From an optimization exercise on the open Yosys and OpenROAD flow, aimed at small area; shortcuts taken in it are not production practice. At most, simulation tests tie the RTL to the original design; equivalence was not proved. The RTL of run 2 was laid out without a check of its function.

## flow/design.v (module list and top-level ports; edited modules follow where they fit)
// module CORDIC_COS_SIN: 1546 lines
module CORDIC_COS_SIN #(
    parameter DATA_WIDTH = 16,
    parameter PHASE_WIDTH = 32,
    parameter STAGE = 16
) (
    input clk,
    input rst,
    input en,
    input mode,
    input signed [DATA_WIDTH-1:0] x0,
    input signed [DATA_WIDTH-1:0] y0,
    input signed [PHASE_WIDTH-1:0] phase,
    output valid,
    output [DATA_WIDTH:0] cos,
    output [DATA_WIDTH:0] sin
);
  // ...
==> flow/run.sh <==
#!/bin/bash
# synth_recipe.tcl (not shown) runs the flow's synth.tcl, then flattens the netlist and writes it again
# the make line also repeats each setting of config.mk as NAME=value (left out here)
make -C /OpenROAD-flow-scripts/flow DESIGN_CONFIG=/design/flow/config.mk WORK_HOME=/design/flow/orfs CLKGATE_MAP_FILE= SYNTH_SCRIPT=/design/flow/synth_recipe.tcl finish
==> flow/config.mk <==
export PLATFORM = sky130hd
export DESIGN_NAME = CORDIC_COS_SIN
export DESIGN_NICKNAME = CORDIC_COS_SIN
export VERILOG_FILES = /design/flow/design.v
export SDC_FILE = /design/flow/constraint.sdc
export NUM_CORES = 4
export LEC_CHECK = 0
export ABC_AREA = 1
export CAP_MARGIN = 20
export CORE_MARGIN = 2
export CORE_UTILIZATION = 55
export CTS_BUF_LIST = sky130_fd_sc_hd__clkbuf_4 sky130_fd_sc_hd__clkbuf_8
export CTS_CLUSTER_DIAMETER = 60
export CTS_CLUSTER_SIZE = 30
export GPL_TIMING_DRIVEN = 0
export SLEW_MARGIN = 20
==> flow/constraint.sdc <==
create_clock -name core_clock -period 5.0 [get_ports {clk}]
set_input_delay 1.0000 -clock core_clock [delete_from_list [all_inputs] [get_ports {clk}]]
set_output_delay 1.0000 -clock core_clock [all_outputs]
set_load 0.01 [all_outputs]
==> flow_metrics.py, run 1 <==
metrics = {
    "cells_and_area": {
        "n_antenna_cell": 0,
        "top_area_cell_class": "multi-input gates",
        "nonClkBufAreaFrac": 0.06140,
        "fin_util": 0.6599,
        "layout-area-overhead-vs-synth_pct": 18.49,
        "clkbuf_count": 39,
    },
    "worst_setup_path": {
        "crit_top_cell": "nand2_2",
        "cpPeakStageDelay_ps": 380,
        "reg2reg_slack_ps": 90,
        "endpoint": "xr7[16]",
    },
    "place": {
        "port-buffer-count": 95,
        "place_congestion": 0.8999,
        "dpl.cell_count": 4955,
    },
    "logic_synthesis": {
        "synth_area_leaders": "dfxtp_1 (22%), xor2_1 (14%), ha_1 (13%), fa_1 (9.4%), inv_1 (8.2%)",
        "synthXorXnorAreaFrac": 0.2001,
        "synth-seq-cells": 358,
        "ys.flop_type": "dfxtp_1",
        "synth_top_family_by_area": "adder cells",
        "yosysWarnings": 1,
        "synth-compound-area-share": 0.09328,
        "synthAdderAreaFrac": 0.2276,
        "synth_cell_types": 61,
        "synthesis.area_um2": 32190,
    },
    "drt": {
        "drt-initial-drc-count": 959,
        "final_antenna_net_count": 0,
        "dr.pass1.iters": 5,
    },
    "global_routing": {
        "groute.layer.met3.usage": 0.02466,
        "met1_usage": 0.2721,
        "antenna_found_initial": 0,
    },
    "status": {
        "outcome": "no timing/DRC/antenna violations",
    },
    "die": {
        "core_um2": 57810,
    },
    "clock_network": {
        "cts-root-buf": "clkbuf_8",
        "clkSinkCount": 358,
        "cts_resized": 164,
    },
    "sta": {
        "hold_viol_final": 0,
        "report.final.slew_viol_count": 0,
    },
    "hold_path": {
        "min-delay-start": "zr2[0]",
    },
}
==> inputs of run 2 (changes only) <==
--- a/flow/design.v
+++ b/flow/design.v
@@ -1418,129 +1418,127 @@
 assign y14_c[15] = y14_sg ? y14_or[15] : y14_and[15];
 assign y14_or[16] = y14_or[15] | yr7[15];
 assign y14_and[16] = y14_and[15] & yr7[15];
 assign y14_c[16] = y14_sg ? y14_or[16] : y14_and[16];
 wire [16:0] y14 = y14_p[16:0] ^ y14_c[16:0];
 wire [5:0] z14_f = {{1{zr7[4]}}, zr7} + (zr7[4] ? 6'd7 : -6'd7);
 wire [3:0] z14 = z14_f[3:0];
 wire [16:0] x14 = xa14 ^ {17{zr7[4] ^ z14[3]}};
-reg [16:0] xr8, yr8;
-reg [3:0] zr8;
-always @(posedge clk) begin
-    xr8 <= x14;
-    yr8 <= y14;
-    zr8 <= z14;
-end
-wire [16:0] xa15_b = {yr8[16], yr8[16], yr8[16], yr8[16], yr8[16], yr8[16], yr8[16], yr8[16], yr8[16], yr8[16], yr8[16], yr8[16], yr8[16], yr8[16], yr8[16], yr8[15], yr8[14]};
-wire [16:0] xa15_p = xr8 ^ xa15_b, xa15_g = xr8 & xa15_b;
+wire [16:0] xa15_b = {y14[16], y14[16], y14[16], y14[16], y14[16], y14[16], y14[16], y14[16], y14[16], y14[16], y14[16], y14[16], y14[16], y14[16], y14[16], y14[15], y14[14]};
+wire [16:0] xa15_p = x14 ^ xa15_b, xa15_g = x14 & xa15_b;
 wire [17:0] xa15_c;
 assign xa15_c[0] = 1'b0;
 assign xa15_c[1] = xa15_g[0] | (xa15_p[0] & xa15_c[0]);
 wire xa15_G0 = (xa15_g[1] | (xa15_p[1] & xa15_g[0]));
 wire xa15_P0 = xa15_p[1] & xa15_p[0];
 assign xa15_c[2] = xa15_G0 | (xa15_P0 & xa15_c[0]);
-wire xa15_sg = yr8[16];
+wire xa15_sg = y14[16];
 wire [16:2] xa15_or, xa15_and;
 assign xa15_or[2] = xa15_c[2];
 assign xa15_and[2] = xa15_c[2];
-assign xa15_or[3] = xa15_or[2] | xr8[2];
-assign xa15_and[3] = xa15_and[2] & xr8[2];
+assign xa15_or[3] = xa15_or[2] | x14[2];
+assign xa15_and[3] = xa15_and[2] & x14[2];
 assign xa15_c[3] = xa15_sg ? xa15_or[3] : xa15_and[3];
-assign xa15_or[4] = xa15_or[3] | xr8[3];
-assign xa15_and[4] = xa15_and[3] & xr8[3];
+assign xa15_or[4] = xa15_or[3] | x14[3];
+assign xa15_and[4] = xa15_and[3] & x14[3];
 assign xa15_c[4] = xa15_sg ? xa15_or[4] : xa15_and[4];
-assign xa15_or[5] = xa15_or[4] | xr8[4];
-assign xa15_and[5] = xa15_and[4] & xr8[4];
+assign xa15_or[5] = xa15_or[4] | x14[4];
+assign xa15_and[5] = xa15_and[4] & x14[4];
 assign xa15_c[5] = xa15_sg ? xa15_or[5] : xa15_and[5];
-assign xa15_or[6] = xa15_or[5] | xr8[5];
-assign xa15_and[6] = xa15_and[5] & xr8[5];
+assign xa15_or[6] = xa15_or[5] | x14[5];
+assign xa15_and[6] = xa15_and[5] & x14[5];
 assign xa15_c[6] = xa15_sg ? xa15_or[6] : xa15_and[6];
-assign xa15_or[7] = xa15_or[6] | xr8[6];
-assign xa15_and[7] = xa15_and[6] & xr8[6];
+assign xa15_or[7] = xa15_or[6] | x14[6];
+assign xa15_and[7] = xa15_and[6] & x14[6];
 assign xa15_c[7] = xa15_sg ? xa15_or[7] : xa15_and[7];
-assign xa15_or[8] = xa15_or[7] | xr8[7];
-assign xa15_and[8] = xa15_and[7] & xr8[7];
+assign xa15_or[8] = xa15_or[7] | x14[7];
+assign xa15_and[8] = xa15_and[7] & x14[7];
 assign xa15_c[8] = xa15_sg ? xa15_or[8] : xa15_and[8];
-assign xa15_or[9] = xa15_or[8] | xr8[8];
-assign xa15_and[9] = xa15_and[8] & xr8[8];
+assign xa15_or[9] = xa15_or[8] | x14[8];
+assign xa15_and[9] = xa15_and[8] & x14[8];
 assign xa15_c[9] = xa15_sg ? xa15_or[9] : xa15_and[9];
-assign xa15_or[10] = xa15_or[9] | xr8[9];
-assign xa15_and[10] = xa15_and[9] & xr8[9];
+assign xa15_or[10] = xa15_or[9] | x14[9];
+assign xa15_and[10] = xa15_and[9] & x14[9];
 assign xa15_c[10] = xa15_sg ? xa15_or[10] : xa15_and[10];
-assign xa15_or[11] = xa15_or[10] | xr8[10];
-assign xa15_and[11] = xa15_and[10] & xr8[10];
+assign xa15_or[11] = xa15_or[10] | x14[10];
+assign xa15_and[11] = xa15_and[10] & x14[10];
 assign xa15_c[11] = xa15_sg ? xa15_or[11] : xa15_and[11];
-assign xa15_or[12] = xa15_or[11] | xr8[11];
-assign xa15_and[12] = xa15_and[11] & xr8[11];
+assign xa15_or[12] = xa15_or[11] | x14[11];
+assign xa15_and[12] = xa15_and[11] & x14[11];
 assign xa15_c[12] = xa15_sg ? xa15_or[12] : xa15_and[12];
-assign xa15_or[13] = xa15_or[12] | xr8[12];
-assign xa15_and[13] = xa15_and[12] & xr8[12];
+assign xa15_or[13] = xa15_or[12] | x14[12];
+assign xa15_and[13] = xa15_and[12] & x14[12];
 assign xa15_c[13] = xa15_sg ? xa15_or[13] : xa15_and[13];
-assign xa15_or[14] = xa15_or[13] | xr8[13];
-assign xa15_and[14] = xa15_and[13] & xr8[13];
+assign xa15_or[14] = xa15_or[13] | x14[13];
+assign xa15_and[14] = xa15_and[13] & x14[13];
 assign xa15_c[14] = xa15_sg ? xa15_or[14] : xa15_and[14];
-assign xa15_or[15] = xa15_or[14] | xr8[14];
-assign xa15_and[15] = xa15_and[14] & xr8[14];
+assign xa15_or[15] = xa15_or[14] | x14[14];
+assign xa15_and[15] = xa15_and[14] & x14[14];
 assign xa15_c[15] = xa15_sg ? xa15_or[15] : xa15_and[15];
-assign xa15_or[16] = xa15_or[15] | xr8[15];
-assign xa15_and[16] = xa15_and[15] & xr8[15];
+assign xa15_or[16] = xa15_or[15] | x14[15];
+assign xa15_and[16] = xa15_and[15] & x14[15];
 assign xa15_c[16] = xa15_sg ? xa15_or[16] : xa15_and[16];
 wire [16:0] xa15 = xa15_p[16:0] ^ xa15_c[16:0];
-wire [16:0] y15_b = {~xr8[16], ~xr8[16], ~xr8[16], ~xr8[16], ~xr8[16], ~xr8[16], ~xr8[16], ~xr8[16], ~xr8[16], ~xr8[16], ~xr8[16], ~xr8[16], ~xr8[16], ~xr8[16], ~xr8[16], ~xr8[15], ~xr8[14]};
-wire [16:0] y15_p = yr8 ^ y15_b, y15_g = yr8 & y15_b;
+wire [16:0] y15_b = {~x14[16], ~x14[16], ~x14[16], ~x14[16], ~x14[16], ~x14[16], ~x14[16], ~x14[16], ~x14[16], ~x14[16], ~x14[16], ~x14[16], ~x14[16], ~x14[16], ~x14[16], ~x14[15], ~x14[14]};
+wire [16:0] y15_p = y14 ^ y15_b, y15_g = y14 & y15_b;
 wire [17:0] y15_c;
-assign y15_c[0] = zr8[3];
+assign y15_c[0] = z14[3];
 assign y15_c[1] = y15_g[0] | (y15_p[0] & y15_c[0]);
 wire y15_G0 = (y15_g[1] | (y15_p[1] & y15_g[0]));
 wire y15_P0 = y15_p[1] & y15_p[0];
 assign y15_c[2] = y15_G0 | (y15_P0 & y15_c[0]);
-wire y15_sg = ~xr8[16];
+wire y15_sg = ~x14[16];
 wire [16:2] y15_or, y15_and;
 assign y15_or[2] = y15_c[2];
 assign y15_and[2] = y15_c[2];
-assign y15_or[3] = y15_or[2] | yr8[2];
-assign y15_and[3] = y15_and[2] & yr8[2];
+assign y15_or[3] = y15_or[2] | y14[2];
+assign y15_and[3] = y15_and[2] & y14[2];
 assign y15_c[3] = y15_sg ? y15_or[3] : y15_and[3];
-assign y15_or[4] = y15_or[3] | yr8[3];
-assign y15_and[4] = y15_and[3] & yr8[3];
+assign y15_or[4] = y15_or[3] | y14[3];
+assign y15_and[4] = y15_and[3] & y14[3];
 assign y15_c[4] = y15_sg ? y15_or[4] : y15_and[4];
-assign y15_or[5] = y15_or[4] | yr8[4];
-assign y15_and[5] = y15_and[4] & yr8[4];
+assign y15_or[5] = y15_or[4] | y14[4];
+assign y15_and[5] = y15_and[4] & y14[4];
 assign y15_c[5] = y15_sg ? y15_or[5] : y15_and[5];
-assign y15_or[6] = y15_or[5] | yr8[5];
-assign y15_and[6] = y15_and[5] & yr8[5];
+assign y15_or[6] = y15_or[5] | y14[5];
+assign y15_and[6] = y15_and[5] & y14[5];
 assign y15_c[6] = y15_sg ? y15_or[6] : y15_and[6];
-assign y15_or[7] = y15_or[6] | yr8[6];
-assign y15_and[7] = y15_and[6] & yr8[6];
+assign y15_or[7] = y15_or[6] | y14[6];
+assign y15_and[7] = y15_and[6] & y14[6];
 assign y15_c[7] = y15_sg ? y15_or[7] : y15_and[7];
-assign y15_or[8] = y15_or[7] | yr8[7];
-assign y15_and[8] = y15_and[7] & yr8[7];
+assign y15_or[8] = y15_or[7] | y14[7];
+assign y15_and[8] = y15_and[7] & y14[7];
 assign y15_c[8] = y15_sg ? y15_or[8] : y15_and[8];
-assign y15_or[9] = y15_or[8] | yr8[8];
-assign y15_and[9] = y15_and[8] & yr8[8];
+assign y15_or[9] = y15_or[8] | y14[8];
+assign y15_and[9] = y15_and[8] & y14[8];
 assign y15_c[9] = y15_sg ? y15_or[9] : y15_and[9];
-assign y15_or[10] = y15_or[9] | yr8[9];
-assign y15_and[10] = y15_and[9] & yr8[9];
+assign y15_or[10] = y15_or[9] | y14[9];
+assign y15_and[10] = y15_and[9] & y14[9];
 assign y15_c[10] = y15_sg ? y15_or[10] : y15_and[10];
-assign y15_or[11] = y15_or[10] | yr8[10];
-assign y15_and[11] = y15_and[10] & yr8[10];
+assign y15_or[11] = y15_or[10] | y14[10];
+assign y15_and[11] = y15_and[10] & y14[10];
 assign y15_c[11] = y15_sg ? y15_or[11] : y15_and[11];
-assign y15_or[12] = y15_or[11] | yr8[11];
-assign y15_and[12] = y15_and[11] & yr8[11];
+assign y15_or[12] = y15_or[11] | y14[11];
+assign y15_and[12] = y15_and[11] & y14[11];
 assign y15_c[12] = y15_sg ? y15_or[12] : y15_and[12];
-assign y15_or[13] = y15_or[12] | yr8[12];
-assign y15_and[13] = y15_and[12] & yr8[12];
+assign y15_or[13] = y15_or[12] | y14[12];
+assign y15_and[13] = y15_and[12] & y14[12];
 assign y15_c[13] = y15_sg ? y15_or[13] : y15_and[13];
-assign y15_or[14] = y15_or[13] | yr8[13];
-assign y15_and[14] = y15_and[13] & yr8[13];
+assign y15_or[14] = y15_or[13] | y14[13];
+assign y15_and[14] = y15_and[13] & y14[13];
 assign y15_c[14] = y15_sg ? y15_or[14] : y15_and[14];
-assign y15_or[15] = y15_or[14] | yr8[14];
-assign y15_and[15] = y15_and[14] & yr8[14];
+assign y15_or[15] = y15_or[14] | y14[14];
+assign y15_and[15] = y15_and[14] & y14[14];
 assign y15_c[15] = y15_sg ? y15_or[15] : y15_and[15];
-assign y15_or[16] = y15_or[15] | yr8[15];
-assign y15_and[16] = y15_and[15] & yr8[15];
+assign y15_or[16] = y15_or[15] | y14[15];
+assign y15_and[16] = y15_and[15] & y14[15];
 assign y15_c[16] = y15_sg ? y15_or[16] : y15_and[16];
 wire [16:0] y15 = y15_p[16:0] ^ y15_c[16:0];
-wire [16:0] x15 = xa15 ^ {17{~zr8[3]}};
-assign cos = x15;
-assign sin = y15;
+wire [16:0] x15 = xa15 ^ {17{~z14[3]}};
+reg [16:0] xr8, yr8;
+always @(posedge clk) begin
+    xr8 <= x15;
+    yr8 <= y15;
+end
+assign cos = xr8;
+assign sin = yr8;
 endmodule
==> run 2 against run 1 <==
Still clean on timing, DRC and antenna. Sequential share of layout area down 0.67 points. Cell area up 3.3%.
==> flow_metrics.py, run 2 <==
metrics = {
    "sta": {
        "fin_crit_sh": 0.9754,
        "slew_headroom": 0.3749,
        "report.final.slew_viol_count": 0,
        "max_freq_mhz": 205.0,
        "finalCriticalPeriod_ps": 4877,
        "worstMarginPinSlew_ps": 931.0,
        "rsz0062_at_grt": "true",
        "clock_skew_ps": 59.95,
        "finalSetupTns_ps": 0,
        "hold_viol_final": 0,
        "worst_hold_slack_ps": 334.3,
        "setup_viol": 0,
    },
    "logic_synthesis": {
        "synth_edf_count": 0,
        "yosys.area.top_type": "dfxtp_1",
        "synthesis.area_um2": 32510,
        "yosysMostFrequentCell": "nand2_1",
        "synth-seq-cells": 357,
        "ys.flop_type": "dfxtp_1",
        "async_reset_ff_frac": 0.02241,
        "synth_nets": 4756,
        "synth_area_leaders": "dfxtp_1 (21%), ha_1 (13%), xor2_1 (13%), fa_1 (9.4%), nand2_1 (9.3%)",
        "yosysSeqAreaShare": 0.2211,
        "synthCells": 4192,
        "postSynthAreaPerCell_um2": 7.756,
        "synth_cell_types": 57,
        "yosysWarnings": 1,
        "synth.top_cell.area_share": 0.2149,
        "synth_common_cells": "nand2_1 (805), inv_1 (674), xor2_1 (491)",
    },
    "cells_and_area": {
        "layout-drive-gt1-share": 0.1753,
        "layout-area-overhead-vs-synth_pct": 21.22,
        "layout_common_cells": "nand2_1 (750), inv_1 (630), xor2_1 (460)",
        "nNetsFinal": 5109,
        "layout_commonest_cell": "nand2_1",
    },
    "worst_setup_path": {
        "crit_path_start_kind": "register",
        "crit_arrival_ps": 5440,
        "cpPeakStageDelay_ps": 400,
        "required_ps": 5560,
        "crit_path_top_delay_cell": "fa_2",
        "crit_type": "reg -> reg",
        "critPathCaptureType": "register",
        "crit_top_cell": "nand2_1",
        "critPathMaxFanout": 4,
    },
    "drt": {
        "viasPerCell": 5.025,
        "dr.pass1.iters": 7,
        "drc_errors": 0,
        "drt-initial-drc-count": 1007,
        "final_antenna_net_count": 0,
        "vias": 26880,
        "finalWirelength_mm": 75.49,
        "drt-wirelength-per-cell_um": 14.11,
    },
    "die": {
        "fp.dieH_um": 247.1,
        "io_pins": 103,
        "core_um2": 58690,
        "initial_core_util": 0.5540,
        "std_cell_rows": 89,
        "dieArea_um2": 61070,
        "dieWidth_um": 247.1,
    },
    "place": {
        "place_congestion": 0.8950,
        "hpwl_mm": 58.21,
        "port-buffer-count": 95,
    },
    "global_routing": {
        "grt_use_total": 0.2399,
        "grt_max_degree": 20,
        "grt_pass1_vias": 25560,
        "grt-ovfl-total": 0,
        "grt_pass1_wl_mm": 121.2,
        "antenna_found_initial": 1,
    },
    "clock_network": {
        "cts_buffer_depth": 3,
        "cts-root-buf": "clkbuf_8",
        "cts_buffers": 40,
        "path_clk_slew_ps": 90,
        "cts_tree": "yes",
        "clkSinkCount": 357,
        "hold_buffers": 0,
        "clk_latency_ps": 680,
        "h-tree-depth": 2,
    },
    "status": {
        "outcome": "no timing/DRC/antenna violations",
    },
    "run": {
        "maxCapViolations": 0,
    },
    "hold_path": {
        "hold_path_class": "reg -> reg",
    },
}
==> run 2: cell families (layout without fill, tap and decap cells) <==
family	Yosys count	in the layout	synth area share
fa+ha+maj	496	496	0.2260
other cells	0	1	0
mux	1	1	0.0003079
xor+xnor	702	702	0.1938
buf+inv	723	1106	0.08543
flops	357	357	0.2211
simple gates	1416	1416	0.1883
compound gates	497	497	0.08509
==> run 2: what timing repair did <==
action,4_1_cts,5_1_grt
setup buffers,95,122
gates resized for setup,177,389
cloned,1,0
pin swaps,63,197
endpoints found under the setup margin,160,118
==> run 2: area by class of cell <==
class	instances	area, µm²
Fill cell	5081	19270
Buffer	40	252.7
Antenna cell	1	2.502
Multi-Input combinational cell	3112	24820
Tap cell	773	967.2
Clock buffer	46	620.6
Timing Repair Buffer	312	2587
Clock inverter	26	314.1
Sequential cell	357	7248
Inverter	681	2591
Timing Repair inverter	1	7.507
==> run 2: layer usage <==
layer  vias up  global-route usage  wire length (µm)
li1      14020                   -                 -
met1     12440              0.2928             32820
met2       318              0.4477             38920
met3       107             0.02312              1987
met4         0             0.06166              1762
met5         -                   0                 0
==> run 2: worst max-delay path: cells and delay by family (launching register included) <==
family | cells | cell delay (ps)
compound gates | 3 | 670
flops | 1 | 370
simple gates | 21 | 2120
xor+xnor | 1 | 240
buf+inv | 4 | 300
fa+ha+maj | 4 | 1040
==> run 2: per-stage QoR <==
step                        util  area (µm²)  worst slack [ps]  instances
after CTS                 0.6282       36870            -72.99       5228
final                     0.6716       39410             122.9       5349
after floorplan                -       32510             84.50       4192
after detailed placement  0.5867       34430             -1418       5060
after global routing      0.6716       39410            -140.0       5349
after global placement    0.5867       34430             -1302       5060
==> run 2: worst paths after layout <==
path / startpoint / to / slack, ps / cells after the start
max: yr7[13] / yr8[16] / 120 / 33
min reg2reg: zr2[0] / zr3[0] / 330 / 0
min: zr2[0] / zr3[0] / 330 / 0
max reg2reg: yr7[13] / yr8[16] / 120 / 33
max in group asynchronous: rst / vld[0] / 4200 / 2
min in group asynchronous: rst / vld[7] / 580 / 2

## separate check: timing with driven ports
In the flow no input, the clock included, has a driving cell. The finished layouts below were timed again as built, in two steps. Step 1, drivers: a clkbuf_16 drives clk and a buf_2 each remaining input, both assumed. Step 2, shift: input delay + t, output delay - t, t = (earliest + latest rising clock arrival at the registers) / 2. This alone moves slack from input paths to output paths. Three values: ideal ports, drivers, drivers and shift; two values: the first two.
run | t (ns) | setup WS [ns] | hold WS [ns] | slew at the worst register clock pin (ns) | cell pins on the clock port's net
run 1 | 0.689 | 0.091 / 0.091 / -0.277 | 0.346 / 0.346 / 0.346 | 0.11 / 0.11 | 1
run 2 | 0.712 | 0.123 / 0.123 / -0.237 | 0.334 / 0.334 / 0.334 | 0.11 / 0.11 | 1
Met with ideal ports but missed after step 2: setup timing in run 1 and run 2. For run 1, which loses most, drivers alone change the setup slack by 0.000 ns; drivers and shift together by -0.368 ns.
